Source: an optimization exercise on an open RTL-to-GDS flow (aim: small area). Production flows keep margins and buffers that such runs may drop.
Function was not checked in any run shown here: the RTL went through the layout flow alone.
The flow treats the clock pin as an ideal source, which a real chip does not have.
Power is estimated from default activity; no workload was simulated.

==> design/flow/design.v <==
module Pong (
    input clock,
    input reset,
    input p1_up,
    input p1_down,
    input p2_up,
    input p2_down,
    input start,
    output out_Hsync,
    output out_Vsync,
    output [3:0] out_Red,
    output [3:0] out_Green,
    output [3:0] out_Blue,
    output [3:0] p1_score,
    output [3:0] p2_score
    );
    wire [9:0] col, row;
    wire tick, d3, running;
    wire [3:0] L;
    wire [4:0] py1, py2, by;
    wire [5:0] bx;
    raster u_r(.clock(clock), .reset(reset), .col(col), .row(row), .out_Hsync(out_Hsync), .out_Vsync(out_Vsync));
    ticker u_t(.clock(clock), .reset(reset), .tick(tick));
    debounce u_d0(.clock(clock), .reset(reset), .tick(tick), .b(p1_up), .L(L[0]));
    debounce u_d1(.clock(clock), .reset(reset), .tick(tick), .b(p1_down), .L(L[1]));
    debounce u_d2(.clock(clock), .reset(reset), .tick(tick), .b(p2_up), .L(L[2]));
    debounce u_d3(.clock(clock), .reset(reset), .tick(tick), .b(p2_down), .L(L[3]));
    paddle u_p1(.clock(clock), .reset(reset), .up(L[0]), .down(L[1]), .py(py1));
    paddle u_p2(.clock(clock), .reset(reset), .up(L[2]), .down(L[3]), .py(py2));
    ball u_b(.clock(clock), .reset(reset), .running(running), .bx(bx), .by(by));
    game u_g(.clock(clock), .reset(reset), .start(start), .bx(bx), .by(by), .py1(py1), .py2(py2),
             .running(running), .p1_score(p1_score), .p2_score(p2_score));
    draw u_dr(.clock(clock), .reset(reset), .col(col), .row(row), .bx(bx), .by(by), .py1(py1), .py2(py2), .d3(d3));
    assign out_Red = {4{d3}};
    assign out_Green = {4{d3}};
    assign out_Blue = {4{d3}};
endmodule
module raster(input clock, input reset, output reg [9:0] col, output reg [9:0] row,
              output reg out_Hsync, output reg out_Vsync);
    wire col_end = col[9] & col[8] & col[4] & col[3] & col[2] & col[1] & col[0];  
    wire row_end = row[9] & row[3] & row[2];                                      
    wire [10:0] ccar;
    wire [10:0] rcar;
    assign ccar[0] = 1'b1;
    assign rcar[0] = col_end;
    genvar g;
    generate
        for (g = 0; g < 10; g = g + 1) begin : rast
            assign ccar[g+1] = ccar[g] & col[g];
            assign rcar[g+1] = rcar[g] & row[g];
        end
    endgenerate
    always @(posedge clock) begin
        if (reset || col_end) col <= 0;
        else col <= col ^ ccar[9:0];
        if (reset || (col_end && row_end)) row <= 0;
        else row <= row ^ rcar[9:0];
    end
    wire h_low = (col[9:7] == 3'b101) && (col[6:4] != 3'b111)
               && ((col[6:4] != 3'b000) || (col[3:0] == 4'b1111));
    wire v_low = (row[9:2] == 8'b0111_1010) && (row[1:0] != 2'b00);
    always @(posedge clock) begin
        if (reset) begin
            out_Hsync <= 0;
            out_Vsync <= 0;
        end else begin
            out_Hsync <= !h_low;
            out_Vsync <= !v_low;
        end
    end
endmodule
module ticker(input clock, input reset, output tick);
    reg [10:0] tw;
    assign tick = (tw == 11'b00000111100);
    always @(posedge clock) begin
        if (reset) tw <= 11'b01111111111;
        else if (tick) tw <= 0;
        else tw <= {~tw[9:0], tw[10] ~^ tw[8]};
    end
endmodule
module debounce(input clock, input reset, input tick, input b, output reg L);
    reg [3:0] q;
    wire x = b ^ L;
    wire last = q[3] & q[2];             
    wire [3:0] qc = {q[2] & q[1] & q[0], q[1] & q[0], q[0], 1'b1};
    always @(posedge clock) begin
        if (reset) begin
            L <= 0;
            q <= 0;
        end else if (tick) begin
            L <= L ^ last;
            q <= x ? (last ? 4'd0 : q ^ qc) : {3'b000, last};
        end
    end
endmodule
module paddle(input clock, input reset, input up, input down, output reg [4:0] py);
    localparam [16:0] LIM = 17'b10001110100001000;
    reg [16:0] pc;
    wire pl = (pc == LIM);
    wire pe = up ^ down;
    always @(posedge clock) begin
        if (reset || (pe && pl)) pc <= 0;
        else if (pe) pc <= {pc[15:0], pc[16] ~^ pc[13]};
    end
    wire mu = up & (py != 0);
    wire m = pl & (mu | (down & (py != 23)));
    wire [5:0] t;
    assign t[0] = m;
    genvar g;
    generate
        for (g = 0; g < 5; g = g + 1) begin : pad
            assign t[g+1] = t[g] & (py[g] ^ mu);
        end
    endgenerate
    always @(posedge clock) begin
        if (reset) py <= 0;
        else py <= py ^ t[4:0];
    end
endmodule
module ball(input clock, input reset, input running, output reg [5:0] bx, output reg [4:0] by);
    localparam [16:0] LIM = 17'b10001110100001000;
    reg [16:0] bc;
    reg bxl, byu;
    wire bl = (bc == LIM);
    always @(posedge clock) begin
        if (reset || (running && bl)) bc <= 0;
        else if (running) bc <= {bc[15:0], bc[16] ~^ bc[13]};
    end
    wire decx = bxl ? (bx != 0) : (bx == 39);
    wire decy = byu ? (by != 0) : (by == 29);
    wire [6:0] tx;
    wire [5:0] ty;
    assign tx[0] = 1'b1;
    assign ty[0] = 1'b1;
    genvar g;
    generate
        for (g = 0; g < 6; g = g + 1) begin : bxg
            assign tx[g+1] = tx[g] & (bx[g] ^ decx);
        end
        for (g = 0; g < 5; g = g + 1) begin : byg
            assign ty[g+1] = ty[g] & (by[g] ^ decy);
        end
    endgenerate
    always @(posedge clock) begin
        if (reset || !running) begin
            bx <= 20;
            by <= 15;
            bxl <= 1;
            byu <= 1;
        end else if (bl) begin
            bx <= bx ^ tx[5:0];
            by <= by ^ ty[4:0];
            bxl <= decx;
            byu <= decy;
        end
    end
endmodule
module game(input clock, input reset, input start, input [5:0] bx, input [4:0] by,
            input [4:0] py1, input [4:0] py2, output running,
            output reg [3:0] p1_score, output reg [3:0] p2_score);
    reg s0, s1;
    assign running = s0 & !s1;
    wire scoring = s0 & s1;
    wire [4:0] pys = bx[5] ? py2 : py1;
    wire [4:0] sd;
    sub5 u_s(.a(by), .b(pys), .d(sd));
    wire hit = (sd[4:3] == 2'b00) && (sd[2:0] != 3'b111);
    wire at_edge = (bx == 39) || (bx == 0);
    wire [4:0] s1c, s2c;
    assign s1c[0] = 1'b1;
    assign s2c[0] = 1'b1;
    genvar g;
    generate
        for (g = 0; g < 4; g = g + 1) begin : scg
            assign s1c[g+1] = s1c[g] & p1_score[g];
            assign s2c[g+1] = s2c[g] & p2_score[g];
        end
    endgenerate
    always @(posedge clock) begin
        if (reset) begin
            s0 <= 0;
            s1 <= 0;
            p1_score <= 0;
            p2_score <= 0;
        end else begin
            s0 <= !s1 & (s0 | start);
            s1 <= s0 & (s1 | (at_edge & !hit));
            if (scoring) begin
                if (bx[5] ? p1_score[3] : p2_score[3]) begin
                    p1_score <= 0;
                    p2_score <= 0;
                end else if (bx[5]) begin
                    p1_score <= p1_score ^ s1c[3:0];
                end else begin
                    p2_score <= p2_score ^ s2c[3:0];
                end
            end
        end
    end
endmodule
module draw(input clock, input reset, input [9:0] col, input [9:0] row, input [5:0] bx, input [4:0] by,
            input [4:0] py1, input [4:0] py2, output reg d3);
    wire [5:0] cc = col[9:4];
    wire [5:0] rc = row[9:4];
    wire [4:0] pyd = cc[5] ? py2 : py1;
    wire [4:0] dd;
    sub5 u_s(.a(rc[4:0]), .b(pyd), .d(dd));
    wire on_paddle_col = (cc == 0) || (cc == 39);
    wire draw_now = (on_paddle_col && !rc[5] && (dd[4:3] == 2'b00) && (dd[2:0] != 3'b111))
                  || (cc == bx && rc == {1'b0, by});
    reg d1, d2;
    always @(posedge clock) begin
        if (reset) begin
            d1 <= 0;
            d2 <= 0;
            d3 <= 0;
        end else begin
            d1 <= draw_now;
            d2 <= d1;
            d3 <= d2;
        end
    end
endmodule
module sub5(input [4:0] a, input [4:0] b, output [4:0] d);
    wire [5:0] c;
    assign c[0] = 1'b1;
    genvar g;
    generate
        for (g = 0; g < 5; g = g + 1) begin : fa
            assign d[g] = a[g] ^ ~b[g] ^ c[g];
            assign c[g+1] = (a[g] & ~b[g]) | (a[g] & c[g]) | (~b[g] & c[g]);
        end
    endgenerate
endmodule
==> design/flow/flow/run.sh <==
#!/bin/bash
# Layout flow: the standard ORFS flow (standard.sh) with these changes:
#  - synthesis is the standard flow's script (synth_recipe.tcl) running ORFS's synth.tcl
#    with an area-oriented ABC script (area.abc) and without Yosys's
#    extract_fa pass, so ABC maps the adder logic too.  Everything up to and
#    including the flip-flop mapping is unchanged, so the registers are the
#    standard synthesis's;
#  - the clock tree is built by pre_cts.tcl / mtree.tcl instead of TritonCTS;
#  - ports are buffered with sky130_fd_sc_hd__buf_1.
# Tool output: ORFS logs under orfs/logs, the make output in flow_make.log.
set -euo pipefail
HERE=$(pwd)
F=$HERE/flow
sed -e "s#^source \$::env(SCRIPTS_DIR)/synth_preamble.tcl#&\nset abc_args [lreplace \$abc_args 1 1 $F/area.abc]#" \
    -e "s#^  extract_fa {\*}\[dont_use_extract_fa_args\]#  \# extract_fa skipped#" \
    "$FLOW_HOME/scripts/synth.tcl" > "$HERE/synth_body.tcl"
grep -q "area.abc" "$HERE/synth_body.tcl"
grep -q "extract_fa skipped" "$HERE/synth_body.tcl"
sed "s#\$::env(SCRIPTS_DIR)/synth.tcl#$HERE/synth_body.tcl#" synth_recipe.tcl > "$HERE/my_synth.tcl"
grep -q "synth_body.tcl" "$HERE/my_synth.tcl"
sed "s#SYNTH_SCRIPT=[^ ]*#SYNTH_SCRIPT=$HERE/my_synth.tcl#" standard.sh > "$HERE/my_standard.sh"
grep -q "my_synth.tcl" "$HERE/my_standard.sh"
export PRE_CTS_TCL=$F/pre_cts.tcl
export BUFFER_PORTS_ARGS="-buffer_cell sky130_fd_sc_hd__buf_1"
bash "$HERE/my_standard.sh" > "$HERE/flow_make.log" 2>&1
==> design/flow/flow/area.abc <==
strash
&get -n
&deepsyn -J 500 -T 240
&put
balance -l
resub -K 6 -l
rewrite -l
resub -K 6 -N 2 -l
refactor -l
resub -K 8 -l
balance -l
resub -K 8 -N 2 -l
rewrite -l
resub -K 10 -l
rewrite -z -l
resub -K 10 -N 2 -l
balance -l
resub -K 12 -l
refactor -z -l
resub -K 12 -N 2 -l
rewrite -z -l
balance -l
dch -f
amap -m -F 4 -A 8 -C 1000
topo
==> design/flow/flow/mtree.tcl <==
# Manual clock tree for a small design: the flip-flops are split into
# 2^L groups by recursive median bisection of their placed locations, each
# group is driven by one clock buffer at its centre, and the clock port
# drives those buffers (through one root buffer when there are more than 4).

proc mt_split { sinks levels } {
  if { $levels == 0 } { return [list $sinks] }
  set xs [lsort -integer [lmap s $sinks { lindex $s 1 }]]
  set ys [lsort -integer [lmap s $sinks { lindex $s 2 }]]
  set w [expr { [lindex $xs end] - [lindex $xs 0] }]
  set h [expr { [lindex $ys end] - [lindex $ys 0] }]
  set idx [expr { $w >= $h ? 1 : 2 }]
  set sorted [lsort -integer -index $idx $sinks]
  set half [expr { [llength $sorted] / 2 }]
  return [concat [mt_split [lrange $sorted 0 [expr { $half - 1 }]] [expr { $levels - 1 }]] \
                 [mt_split [lrange $sorted $half end] [expr { $levels - 1 }]]]
}

proc mt_buffer { block master name innet outnet x y } {
  set b [odb::dbInst_create $block $master $name]
  [$b findITerm A] connect $innet
  [$b findITerm X] connect $outnet
  $b setLocation [expr { $x - [$master getWidth] / 2 }] [expr { $y - [$master getHeight] / 2 }]
  $b setPlacementStatus PLACED
  return $b
}

proc manual_clock_tree { levels leaf_master root_master } {
  set db [ord::get_db]
  set block [ord::get_db_block]
  set clknet [$block findNet clock]
  set lm [$db findMaster $leaf_master]
  set sinks {}
  foreach it [$clknet getITerms] {
    set bb [[$it getInst] getBBox]
    lappend sinks [list $it [expr { ([$bb xMin] + [$bb xMax]) / 2 }] [expr { ([$bb yMin] + [$bb yMax]) / 2 }]]
  }
  set groups [mt_split $sinks $levels]
  set K [llength $groups]
  set srcnet $clknet
  if { $K > 4 } {
    set srcnet [odb::dbNet_create $block "clknet_root"]
    $srcnet setSigType CLOCK
  }
  set k 0
  set ax 0; set ay 0
  foreach g $groups {
    set net [odb::dbNet_create $block "clknet_leaf_$k"]
    $net setSigType CLOCK
    set sx 0; set sy 0
    foreach s $g { incr sx [lindex $s 1]; incr sy [lindex $s 2] }
    set cx [expr { $sx / [llength $g] }]
    set cy [expr { $sy / [llength $g] }]
    incr ax $cx; incr ay $cy
    foreach s $g {
      set it [lindex $s 0]
      $it disconnect
      $it connect $net
    }
    mt_buffer $block $lm "clkbuf_leaf_$k" $srcnet $net $cx $cy
    puts "clock leaf $k: [llength $g] sinks at ($cx, $cy)"
    incr k
  }
  if { $K > 4 } {
    mt_buffer $block [$db findMaster $root_master] "clkbuf_root" $clknet $srcnet \
      [expr { $ax / $K }] [expr { $ay / $K }]
  }
}
==> design/flow/flow/pre_cts.tcl <==
# Hook run by ORFS's cts.tcl before clock_tree_synthesis: build the clock
# tree by hand (see mtree.tcl) and leave TritonCTS nothing to do.
source [file join [file dirname [info script]] mtree.tcl]
manual_clock_tree 3 sky130_fd_sc_hd__clkbuf_8 sky130_fd_sc_hd__clkbuf_4
set skip {clock clknet_root}
for {set k 0} {$k < 8} {incr k} { lappend skip "clknet_leaf_$k" }
set_cts_config -skip_nets $skip
set_propagated_clock [all_clocks]
==> design/flow/standard.sh <==
#!/bin/bash
# synth_recipe.tcl (not shown) runs the flow's synth.tcl, then flattens the netlist and writes it again
# the make line also repeats each setting of config.mk as NAME=value (left out here)
make -C /OpenROAD-flow-scripts/flow DESIGN_CONFIG=/design/flow/config.mk WORK_HOME=/design/flow/orfs CLKGATE_MAP_FILE= SYNTH_SCRIPT=/design/flow/synth_recipe.tcl "${@:-finish}"
==> design/flow/config.mk <==
export PLATFORM = sky130hd
export DESIGN_NAME = Pong
export DESIGN_NICKNAME = Pong
export VERILOG_FILES = /design/flow/design.v
export SDC_FILE = /design/flow/constraint.sdc
export NUM_CORES = 4
export LEC_CHECK = 0
export CAP_MARGIN = 0
export CORE_MARGIN = 2
export CORE_UTILIZATION = 65
export PLACE_DENSITY = 0.75
export SLEW_MARGIN = 0
==> design/flow/constraint.sdc <==
create_clock -name core_clock -period 6.0 [get_ports {clock}]
set_input_delay 1.2000 -clock core_clock [delete_from_list [all_inputs] [get_ports {clock}]]
set_output_delay 1.2000 -clock core_clock [all_outputs]
set_load 0.01 [all_outputs]
==> metrics.md, run 1 <==
| Metric | Value |
|---|---|
| Outcome | `finished clean` |
| Antenna violations before repair | `0` |
| TritonRoute pass-1 iters | `4` |
| DRT antenna net count | `0` |
| Die X | `97.1 um` |
| Most frequent cell after synthesis | `dfxtp_1` |
| Post-synth top area share | `49.8%` |
| Clk Latency, worst-skew pair | `490 ps` |
| Die Y | `97.1 um` |
| Drt initial violations | `182` |
| Reg clk slew, reported paths | `110 ps` |
| Row count | `33` |
| Layout cell share with drive strength beyond 1 | `1.69%` |
| Mux share of post-synthesis cell area | `0%` |
| Area of the multi-input gates | `2300 um2` |
| Maximum VDD drop | `0.177 mV` |
| Setup TNS Final | `0 ps` |
| Synth area leader | `dfxtp_1` |
| Fin crit share | `50.4%` |
| XOR/XNOR Fraction of Synth Area | `0%` |
| Largest net degree at the start of global routing | `31` |
| DR WL/cell | `14.1 um` |
| Ports | `29` |
| Worst-path fanout max | `6` |
| FMAX | `0.331 GHz` |
| Max-slew headroom | `46.2%` |
| Adder-Cell Fraction of Synth Area | `0%` |
| First-pass GRT wire length | `19800 um` |
| CP Launch Type | `register` |
| DRC violations left | `0` |
| Synth Register Bits | `140` |
| Total of max-cap violations | `0` |
| Post-synth EDFFs | `0` |
| Commonest cells in the netlist | `140 x dfxtp_1, 119 x clkinv_1, 83 x nor2_1` |
| Area after DPL | `5800 um2` |
| Post-CTS setup buffers | `0` |
| Via count | `4838` |
| ANT cells | `0` |
| Vias in the first global route | `4592` |
| Cts repair resizes | `0` |
| PnR worst setup slack | `2980 ps` |
| Sequential Area | `2800 um2` |
| HP Class | `register to register` |
| Syn Std Cell Area | `5630 um2` |
| Initial Util | `67.8%` |
| Minimum clock period after layout | `3020 ps` |
| Worst Max-Slew Pin Slew | `806 ps` |
| P_leak | `1.96 nW` |
| DP Worst Slack | `2540 ps` |
| FILL cells | `673` |
| CTS Hold Buffers Added | `0` |
| Total Wirelength | `11500 um` |
| Post-Synth Simple-Gate Area | `16.1%` |
| # port buffers | `28` |
| Data arrival, critical path | `3460 ps` |
| Ys async rst share | `0%` |
| Nets@finish | `718` |
| Worst setup path class | `register to register` |
| Crit end category | `register` |
| Synthesis Warnings | `7` |
| GP Congestion | `0.863` |
| Hold Vio Cnt, Final | `0` |
| RSZ-0062 raised after global routing | `no` |
| Critical Path RT | `6440 ps` |
| Endpoints failing setup | `0` |
| Finished Cell Area | `5910 um2` |
| Clock Skew | `10.1 ps` |
| Largest family of logic cells by synthesized area | `compound AO/OA/AOI/OAI gates` |
| Ys flop type | `dfxtp_1` |
| GRT overflow | `0` |
| Post-synthesis compound-gate area fraction | `24.6%` |
| PD cells | `233 nW/um2` |
| CORE AREA | `8300 um2` |
| Area contributors post-synth | `dfxtp_1 50%, o22ai_1 8.9%, clkinv_1 7.9%` |
| Synthesized Nets | `689` |
| Synthesized area per cell | `8.25 um2` |
| Gate Count Post-Synth | `682` |
| Final HPWL from detailed placement | `8350 um` |
| Sequential share of the synthesized area | `49.8%` |
| Via density | `5.94` |
| Area Overhead vs Synth | `5.07%` |
| GRT Total Usage | `23.7%` |
| Synth unique cells | `32` |
| Max-slew violations | `0` |
| Die area | `9420 um2` |
[critical path, stage by stage, from the launching register on]
cell and delay (ps):
dfxtp_1 400, and3_1 250, nand2_1 120, nor2_1 150
clkinv_1 120, nor3_1 340, and2_0 330, nand4_1 210
or3_1 430, nor3_1 230, clkinv_1 130, nor2_1 140
o21a_1 120
[cells in the final DEF (no fill, tap or decap), drive strengths merged, types with 5 or more instances in the layout]
| cell type | count |
|---|---|
| clkinv | 119 |
| nor2 | 83 |
| dfxtp | 140 |
| o221ai | 10 |
| a221oi | 6 |
| o22ai | 80 |
| a31oi | 7 |
| nand3 | 6 |
| or2 | 5 |
| o21a | 8 |
| a211oi | 18 |
| nor4 | 7 |
| buf | 30 |
| o21ai | 37 |
| and2 | 5 |
| nor3 | 24 |
| a21oi | 29 |
| nor2b | 7 |
| nand4 | 14 |
| clkbuf | 9 |
| nand2 | 33 |
[state kept, by name, summed over array words and instances (netlist names), 4 cells and up]
| name | cells |
|---|---|
| u_p2.pc | 17 |
| u_p1.pc | 17 |
| u_p1.py | 5 |
| u_p2.py | 5 |
| u_g.p2_score | 4 |
| u_d1.q | 4 |
| u_t.tw | 11 |
| u_b.by | 5 |
| u_b.bx | 6 |
| u_b.bc | 17 |
| u_r.row | 10 |
| u_d2.q | 4 |
| u_d3.q | 4 |
| u_r.col | 10 |
| u_g.p1_score | 4 |
| u_d0.q | 4 |
[worst paths after layout]
check,startpoint,end,slack [ps],cells past startpoint
setup / recovery,u_r.col[0],u_r.row[9],2980,12
hold / removal,u_t.tw[2],u_t.tw[3],390,1
setup reg to reg,u_r.col[0],u_r.row[9],2980,12
hold reg to reg,u_t.tw[2],u_t.tw[3],390,1
[stage by stage]
step | util (%) | power, mW | hold slack (ps) | std cells
2_1_floorplan | - | 0.997 | 358 | 682
3_3_place_gp | 69.8 | 1.01 | 362 | 805
3_5_place_dp | 69.8 | 1.01 | 370 | 805
4_1_cts | 71.3 | 1.39 | 396 | 814
5_1_grt | 71.3 | 1.43 | 408 | 814
6_report | 71.3 | 1.38 | 394 | 814
[area by class of cell]
cell class                      instances  share of cell area, %
Buffer                                  9                   1.99
Sequential cell                       140                   47.4
Multi-Input combinational cell        411                   38.8
Inverter                              119                   7.55
Timing Repair Buffer                   30                   2.03
Tap cell                              105                   2.22
[cell families after synthesis]
group / Yosys count
DFF: 140
buffers and inverters: 131
and+or+nand+nor: 196
AOI/OAI and AO/OA: 215
[layer usage]
layer  share of wire (%)  routed length (um)  up-vias  global-route usage (%)
met4                 1.7                 193        0                    4.98
li1                    -                   -     2508                       -
met2                  47                5440       85                    42.0
met5                   0                   0        -                       0
met1                  47                5380     2226                    31.3
met3                 3.9                 447       19                    2.59
[report_power, final]
part           switching [mW]  internal (mW)  leakage [nW]  total [mW]
combinational          0.0302         0.0121         0.759      0.0423
sequential            0.00724          0.939          1.13       0.947
clock                   0.263          0.127        0.0621       0.390
total                   0.300           1.08          1.96        1.38
==> run 2: changes to the inputs <==
--- a/design/flow/flow/area.abc
+++ b/design/flow/flow/area.abc
@@ -1,6 +1,6 @@
 strash
 &get -n
-&deepsyn -J 500 -T 240
+&deepsyn -J 100 -T 240
 &put
 balance -l
 resub -K 6 -l
==> run 2 against run 1 <==
  * Core utilization unchanged
  * Clock skew unchanged
  * Register-to-register slack about the same
  * Still clean on timing, DRC and antenna
  * Worst hold slack unchanged
==> metrics.md, run 2 <==
| Metric | Value |
|---|---|
| Worst r2r src | `u_r.col[0] (unchanged)` |
| TritonRoute pass-1 iters | `4 (unchanged)` |
| Min-delay src | `u_t.tw[2] (unchanged)` |
| First-pass GRT wire length | `19800 um (unchanged)` |
| Critical path, cell by cell | `and3_1, nand2_1, nor2_1, clkinv_1, nor3_1, and2_0, nand4_1, or3_1, nor3_1, clkinv_1, nor2_1, o21a_1 (unchanged)` |
| Nets@finish | `718 (unchanged)` |
| CORE AREA | `8300 um2 (unchanged)` |
| Die Y | `97.1 um (unchanged)` |
| Vias in the first global route | `4592 (unchanged)` |
| Synthesis Warnings | `7 (unchanged)` |
| Max-slew headroom | `46.2% (unchanged)` |
| Synth unique cells | `32 (unchanged)` |
| FMAX | `0.331 GHz (unchanged)` |
| Drt initial violations | `182 (unchanged)` |
| Clk Latency, worst-skew pair | `490 ps (about the same)` |
| Ys async rst share | `0% (unchanged)` |
| ANT cells | `0 (unchanged)` |
| DRT antenna net count | `0 (unchanged)` |
| Worst setup path class | `register to register (unchanged)` |
| Reg clk slew, reported paths | `110 ps (about the same)` |
| HP Class | `register to register (unchanged)` |
| Fin crit share | `50.4% (unchanged)` |
| # port buffers | `28 (unchanged)` |
| Synth Register Bits | `140 (unchanged)` |
| Initial Util | `67.8% (unchanged)` |
| GP Congestion | `0.863 (unchanged)` |
| Most frequent cell after synthesis | `dfxtp_1 (unchanged)` |
| Gate Count Post-Synth | `682 (unchanged)` |
| Tot Pwr | `1.38 mW (unchanged)` |
| Antenna violations before repair | `0 (unchanged)` |
| Commonest cells in the netlist | `140 x dfxtp_1, 119 x clkinv_1, 83 x nor2_1 (unchanged)` |
| Total of max-cap violations | `0 (unchanged)` |
| RSZ-0062 raised after global routing | `no (unchanged)` |
| Clock Skew | `10.1 ps (unchanged)` |
| Worst path slowest cell | `or3_1 (unchanged)` |
| Ys flop type | `dfxtp_1 (unchanged)` |
| Die area | `9420 um2 (unchanged)` |
| Final HPWL from detailed placement | `8350 um (unchanged)` |
| Post-synth top area share | `49.8% (unchanged)` |
| Total Wirelength | `11500 um (unchanged)` |
| DR WL/cell | `14.1 um (unchanged)` |
| GRT Total Usage | `23.7% (unchanged)` |
| Sequential share of the synthesized area | `49.8% (unchanged)` |
| Worst hold slack | `394 ps (unchanged)` |
| Top Registers | `u_b.bc: 17 flops, u_p1.pc: 17 flops, u_p2.pc: 17 flops (unchanged)` |
| Layout cell share with drive strength beyond 1 | `1.69% (unchanged)` |
| Worst-path fanout max | `6 (unchanged)` |
| Ports | `29 (unchanged)` |
| CTS Hold Buffers Added | `0 (unchanged)` |
| Area contributors post-synth | `dfxtp_1 50%, o22ai_1 8.9%, clkinv_1 7.9% (unchanged)` |
| Syn Std Cell Area | `5630 um2 (unchanged)` |
| Minimum clock period after layout | `3020 ps (unchanged)` |
| Max-slew violations | `0 (unchanged)` |
| Post-synth EDFFs | `0 (unchanged)` |
| Via count | `4838 (unchanged)` |
| Synth area leader | `dfxtp_1 (unchanged)` |
| Area Overhead vs Synth | `5.07% (unchanged)` |
| Delay of the slowest critical-path stage | `430 ps (about the same)` |
| Endpoints failing setup | `0 (unchanged)` |
| GRT overflow | `0 (unchanged)` |
| Critical Path RT | `6440 ps (about the same)` |
| Hold Vio Cnt, Final | `0 (unchanged)` |
| DRC violations left | `0 (unchanged)` |
| Outcome | `finished clean (unchanged)` |
| P_leak | `1.96 nW (unchanged)` |
| Crit end category | `register (unchanged)` |
| Via density | `5.94 (unchanged)` |
| Data arrival, critical path | `3460 ps (about the same)` |
| CP Launch Type | `register (unchanged)` |
| Worst Max-Slew Pin Slew | `806 ps (unchanged)` |
| Most frequent cells in the layout | `140 x dfxtp_1, 119 x clkinv_1, 83 x nor2_1 (unchanged)` |
| Row count | `33 (unchanged)` |
| Synthesized area per cell | `8.25 um2 (unchanged)` |
| Post-CTS setup buffers | `0 (unchanged)` |
| Cts repair resizes | `0 (unchanged)` |
| Synthesized Nets | `689 (unchanged)` |
| PD cells | `233 nW/um2 (unchanged)` |
| Critical Path Start | `u_r.col[0] (unchanged)` |
| Die X | `97.1 um (unchanged)` |
| Most common cell after layout, fill and taps aside | `dfxtp_1 (unchanged)` |
| Largest net degree at the start of global routing | `31 (unchanged)` |
| Maximum VDD drop | `0.177 mV (unchanged)` |
| Setup TNS Final | `0 ps (unchanged)` |
run 2: cell counts after synthesis:
No cell type changed its count.
run 2: final cells by class:
| cell class | instances | area, um2 |
|---|---|---|
| fillers | 673 | 2380 |
| multi-input cells | 411 | 2300 |
| repair buffers | 30 | 120 |
| well taps | 105 | 131 |
| flip-flops and latches | 140 | 2800 |
| inverters | 119 | 447 |
| plain buffers | 9 | 118 |
run 2: layer usage:
| layer | up-vias | track usage, % | wire length [um] |
|---|---|---|---|
| li1 | 2508 | - | - |
| met1 | 2226 | 31.3 | 5380 |
| met2 | 85 | 42.0 | 5440 |
| met3 | 19 | 2.59 | 447 |
| met4 | 0 | 4.98 | 193 |
| met5 | - | 0 | 0 |
run 2: report_power, final:
group | internal [mW] | total (mW) | switching [mW]
Sequential | 0.939 | 0.947 | 0.00724
Combinational | 0.0121 | 0.0423 | 0.0302
Clock | 0.127 | 0.390 | 0.263
run 2: worst max-delay path: cells and delay by family (launching register included):
family | cells | cell delay, ps
AOI/OAI and AO/OA | 1 | 120
buffers and inverters | 2 | 250
DFF | 1 | 400
and+or+nand+nor | 9 | 2200
run 2: cells by family (layout without fill, tap and decap cells):
family,Yosys count,count (layout),synth area share [%]
flip-flops,140,140,49.8
buffers and inverters,131,158,9.54
AO/OA/AOI/OAI,215,215,24.6
AND/OR/NAND/NOR,196,196,16.1
run 2: path summary, 6_finish.rpt:
check / end / slack (ps) / cells after the start
worst max-delay path: u_r.row[9] / 2980 / 12
worst min-delay path: u_t.tw[3] / 390 / 1
worst max register to register: u_r.row[9] / 2980 / 12
worst min register to register: u_t.tw[3] / 390 / 1
run 2: through the flow:
| step | instance area [um2] | instances | utilization (%) | setup slack [ps] |
|---|---|---|---|---|
| global placement | 5800 | 805 | 69.8 | 2680 |
| floorplan | 5630 | 682 | - | 3240 |
| detailed placement | 5800 | 805 | 69.8 | 2540 |
| global route | 5910 | 814 | 71.3 | 2680 |
| CTS | 5910 | 814 | 71.3 | 2970 |
| finish | 5910 | 814 | 71.3 | 2980 |

-- separate check: timing with driven ports --
Ports are ideal in the flow. The routed layouts listed here were re-timed in OpenROAD.
Step 1 (the two cells are an assumption about what drives the block):
set clk [get_ports {clock}]
set_driving_cell -lib_cell sky130_fd_sc_hd__clkbuf_16 $clk
set_driving_cell -lib_cell sky130_fd_sc_hd__buf_2 [delete_from_list [all_inputs] $clk]
Step 2 also shifts input and output timing later by t, the mid clock arrival at the registers, as if the neighbouring blocks saw the same clock.
Three values: ideal ports, drivers, drivers and shift; two values: the first two.
| run | t (ns) | slack for setup (ns) | worst data-port slew with drivers (ns) |
|---|---|---|---|
| run 1 | 0.511 | 2.975 / 2.975 / 2.496 | 0.04 |
| run 2 | 0.511 | 2.975 / 2.975 / 2.496 | 0.04 |
After both steps every run listed still meets setup and hold.
